Source: an optimization exercise on an open RTL-to-GDS flow (aim: small area). Production flows keep margins and buffers that such runs may drop. Only simulation tests tie the RTL to the original design; equivalence was not proved. No driver is modelled on the clock port, so clock power and skew are understated where the tree is cut down; a real chip needs a root buffer or a tree. Power is estimated from default activity; no workload was simulated.

// uart_top
module uart_top (
    input  wire        clk_50MHz,
    input  wire        reset,     
    input  wire        rx,
    output wire        tx,
    output wire [7:0]  lat_deg,
    output wire [12:0] lat_min,
    output wire [7:0]  lon_deg,
    output wire [12:0] lon_min,
    output wire        valid_fix
);
Size: roughly 47 I/O pins.
==> flow/config.mk <==
export PLATFORM = sky130hd
export DESIGN_NAME = uart_top
export DESIGN_NICKNAME = uart_top
export VERILOG_FILES = /design/flow/design.v
export SDC_FILE = /design/flow/constraint.sdc
export NUM_CORES = 4
export LEC_CHECK = 0
export ABC_AREA = 1
export CAP_MARGIN = 20
export CORE_MARGIN = 2
export CORE_UTILIZATION = 80
export SLEW_MARGIN = 20
==> flow/constraint.sdc <==
create_clock -name core_clock -period 20.0 [get_ports {clk_50MHz}]
set_input_delay 4.0000 -clock core_clock [delete_from_list [all_inputs] [get_ports {clk_50MHz}]]
set_output_delay 4.0000 -clock core_clock [all_outputs]
set_load 0.01 [all_outputs]
standard.sh (not shown) runs the stock make flow with config.mk's settings and CLKGATE_MAP_FILE= SYNTH_SCRIPT=/design/flow/synth_recipe.tcl, a recipe that flattens the netlist after the stock synthesis.
==> flow/flow/run.sh <==
#!/bin/bash
# Standard layout (bash standard.sh) with two changes, passed to ORFS as
# environment variables:
#  - ports are buffered with buf_1 instead of the default clkdlybuf4s50_1;
#  - the clock tree is built by flow/manual_cts.tcl (one root clkbuf_16
#    feeding one clkbuf_16 per k-means cluster of flip-flops) instead of
#    TritonCTS; the rest of the CTS step (legalisation, timing repair) is the
#    standard one.
# The full output of the flow is in standard.log.
export BUFFER_PORTS_ARGS="-inputs -outputs -buffer_cell sky130_fd_sc_hd__buf_1"
export PRE_CTS_TCL="$(pwd)/flow/manual_cts.tcl"
export POST_RESIZE_TCL="$(pwd)/flow/recover.tcl"
bash standard.sh > standard.log 2>&1
==> flow/flow/manual_cts.tcl <==
# Replaces TritonCTS with a two-level clock tree: the clock port drives one
# root buffer, which drives one leaf buffer per cluster of flip-flops
# (k-means on the placed flip-flop positions). Sourced as PRE_CTS_TCL: it
# redefines clock_tree_synthesis, which cts.tcl calls next.
proc clock_tree_synthesis { args } {
  set nclu   11
  set leafm  sky130_fd_sc_hd__clkbuf_16
  set rootm  sky130_fd_sc_hd__clkbuf_16
  set db     [ord::get_db]
  set block  [ord::get_db_block]
  set clknet [$block findNet clk_50MHz]
  set sinks  {}
  foreach it [$clknet getITerms] {
    set bb [[$it getInst] getBBox]
    lappend sinks [list $it [expr {([$bb xMin] + [$bb xMax]) / 2.0}] [expr {([$bb yMin] + [$bb yMax]) / 2.0}]]
  }
  set n [llength $sinks]
  puts "manual CTS: $n sinks, $nclu clusters, leaf $leafm, root $rootm"
  # k-means, seeded along a space-filling order of the sinks
  set sorted [lsort -real -index 1 $sinks]
  set cx {}; set cy {}
  for {set c 0} {$c < $nclu} {incr c} {
    set s [lindex $sorted [expr {int(($c + 0.5) * $n / $nclu)}]]
    lappend cx [lindex $s 1]; lappend cy [lindex $s 2]
  }
  for {set iter 0} {$iter < 30} {incr iter} {
    set sx [lrepeat $nclu 0.0]; set sy [lrepeat $nclu 0.0]; set cnt [lrepeat $nclu 0]
    set assign {}
    foreach s $sinks {
      set best 0; set bd 1e30
      for {set c 0} {$c < $nclu} {incr c} {
        set dx [expr {[lindex $s 1] - [lindex $cx $c]}]
        set dy [expr {[lindex $s 2] - [lindex $cy $c]}]
        set d [expr {abs($dx) + abs($dy)}]
        if {$d < $bd} { set bd $d; set best $c }
      }
      lappend assign $best
      lset sx $best [expr {[lindex $sx $best] + [lindex $s 1]}]
      lset sy $best [expr {[lindex $sy $best] + [lindex $s 2]}]
      lset cnt $best [expr {[lindex $cnt $best] + 1}]
    }
    for {set c 0} {$c < $nclu} {incr c} {
      if {[lindex $cnt $c] > 0} {
        lset cx $c [expr {[lindex $sx $c] / [lindex $cnt $c]}]
        lset cy $c [expr {[lindex $sy $c] / [lindex $cnt $c]}]
      }
    }
  }
  puts "manual CTS: cluster sizes $cnt"
  set leafmaster [$db findMaster $leafm]
  set rootmaster [$db findMaster $rootm]
  # root buffer at the centre of the clusters
  set rx 0.0; set ry 0.0; set used 0
  for {set c 0} {$c < $nclu} {incr c} {
    if {[lindex $cnt $c] > 0} { set rx [expr {$rx + [lindex $cx $c]}]; set ry [expr {$ry + [lindex $cy $c]}]; incr used }
  }
  set rx [expr {int($rx / $used)}]; set ry [expr {int($ry / $used)}]
  set root [odb::dbInst_create $block $rootmaster "mcts_root"]
  $root setLocation $rx $ry
  $root setPlacementStatus PLACED
  set rootnet [odb::dbNet_create $block "mcts_root_net"]
  $rootnet setSigType CLOCK
  [$root findITerm A] connect $clknet
  [$root findITerm X] connect $rootnet
  set leaves {}
  for {set c 0} {$c < $nclu} {incr c} {
    if {[lindex $cnt $c] == 0} { lappend leaves {}; continue }
    set leaf [odb::dbInst_create $block $leafmaster "mcts_leaf_$c"]
    $leaf setLocation [expr {int([lindex $cx $c])}] [expr {int([lindex $cy $c])}]
    $leaf setPlacementStatus PLACED
    set lnet [odb::dbNet_create $block "mcts_leaf_net_$c"]
    $lnet setSigType CLOCK
    [$leaf findITerm A] connect $rootnet
    [$leaf findITerm X] connect $lnet
    lappend leaves $lnet
  }
  set i 0
  foreach s $sinks {
    set it [lindex $s 0]
    set c [lindex $assign $i]
    $it disconnect
    $it connect [lindex $leaves $c]
    incr i
  }
  set_propagated_clock [all_clocks]
  puts "manual CTS: done"
}
==> flow/flow/recover.tcl <==
# Downsize cells where timing allows (the clock period leaves ample slack),
# then fix any slew or capacitance violation this causes.
estimate_parasitics -placement
repair_timing -recover_power 100
repair_design
The starting point completed without violations.
Rerun with:
--- a/flow/flow/run.sh
+++ b/flow/flow/run.sh
@@ -11,3 +11,2 @@
 export PRE_CTS_TCL="$(pwd)/flow/manual_cts.tcl"
-export POST_RESIZE_TCL="$(pwd)/flow/recover.tcl"
 bash standard.sh > standard.log 2>&1
--- a/flow/flow/manual_cts.tcl
+++ b/flow/flow/manual_cts.tcl
@@ -5,3 +5,3 @@
 proc clock_tree_synthesis { args } {
-  set nclu   11
+  set nclu   12
   set leafm  sky130_fd_sc_hd__clkbuf_16
removed: flow/flow/recover.tcl
After rerunning: The changed run finished clean; routed wire length went up by 6.6%; power goes up by 1.0%; final area rose by 0.82%; utilization grows by 0.72 points; worst setup slack improved by 0.048 ns; via count rose by 1.9%; sequential power barely changes; first-iteration DRC count increases by 4.1%.
Rerun with:
--- a/flow/flow/run.sh
+++ b/flow/flow/run.sh
@@ -11,2 +11,3 @@
 export PRE_CTS_TCL="$(pwd)/flow/manual_cts.tcl"
+export POST_RESIZE_TCL="$(pwd)/flow/recover.tcl"
 bash standard.sh > standard.log 2>&1
==> flow/flow/recover.tcl (new file) <==
# Downsize cells where timing allows (the clock period leaves ample slack),
# then fix any slew or capacitance violation this causes.
estimate_parasitics -placement
repair_timing -recover_power 100
repair_design
Effect: The changed run finished clean; cell area drops slightly; synthesized cell count stays the same; register-to-register slack gets better by 0.11 ns; total power hardly moves.
Rerun with:
--- a/flow/flow/manual_cts.tcl
+++ b/flow/flow/manual_cts.tcl
@@ -7,3 +7,3 @@
   set leafm  sky130_fd_sc_hd__clkbuf_16
-  set rootm  sky130_fd_sc_hd__clkbuf_16
+  set rootm  sky130_fd_sc_hd__clkbuf_8
   set db     [ord::get_db]
The new run went through all stages and came out clean.
Critical path depth stays the same.
Synthesized area is unchanged.
Worst setup slack got worse by 0.082 ns.
Clock skew stays flat.
Synthesized cell count stays the same.
Power went down by 0.83%.
Design area stays flat.
Wire length drops by 3.0%.
Via count shrinks by 1.8%.
Sequential power hardly moves.
Worst hold slack loses 0.0044 ns.
No run of this note takes its clock network from TritonCTS; it comes from the design's own scripts or RTL.

## re-timing with driven ports
How much do the figures lean on ideal ports? The routed layouts below were timed once more, with nothing changed but the port constraints.
Step 1 (the two cells are an assumption about what drives the block):
set clk [get_ports {clk_50MHz}]
set_driving_cell -lib_cell sky130_fd_sc_hd__clkbuf_16 $clk
set_driving_cell -lib_cell sky130_fd_sc_hd__buf_2 [delete_from_list [all_inputs] $clk]
Step 2, shift: input delay + t, output delay - t, t = (earliest + latest rising clock arrival at the registers) / 2. This alone moves slack from input paths to output paths.
Slacks: no drivers / after step 1 / after step 2; pairs: no drivers / after step 1.
run | shift t [ns] | setup WS [ns] | worst setup path at the end
the first run | 0.464 | 14.180 / 14.141 / 14.217 | input to register
the second run | 0.461 | 14.228 / 14.189 / 14.300 | input to register
the third run | 0.451 | 14.248 / 14.204 / 14.158 | input to register
the fourth run | 0.544 | 14.165 / 14.131 / 14.200 | input to register
After both steps setup and hold are still met in every run listed. For the third run, which loses most, drivers alone change the setup slack by -0.044 ns; drivers and shift together by -0.090 ns.
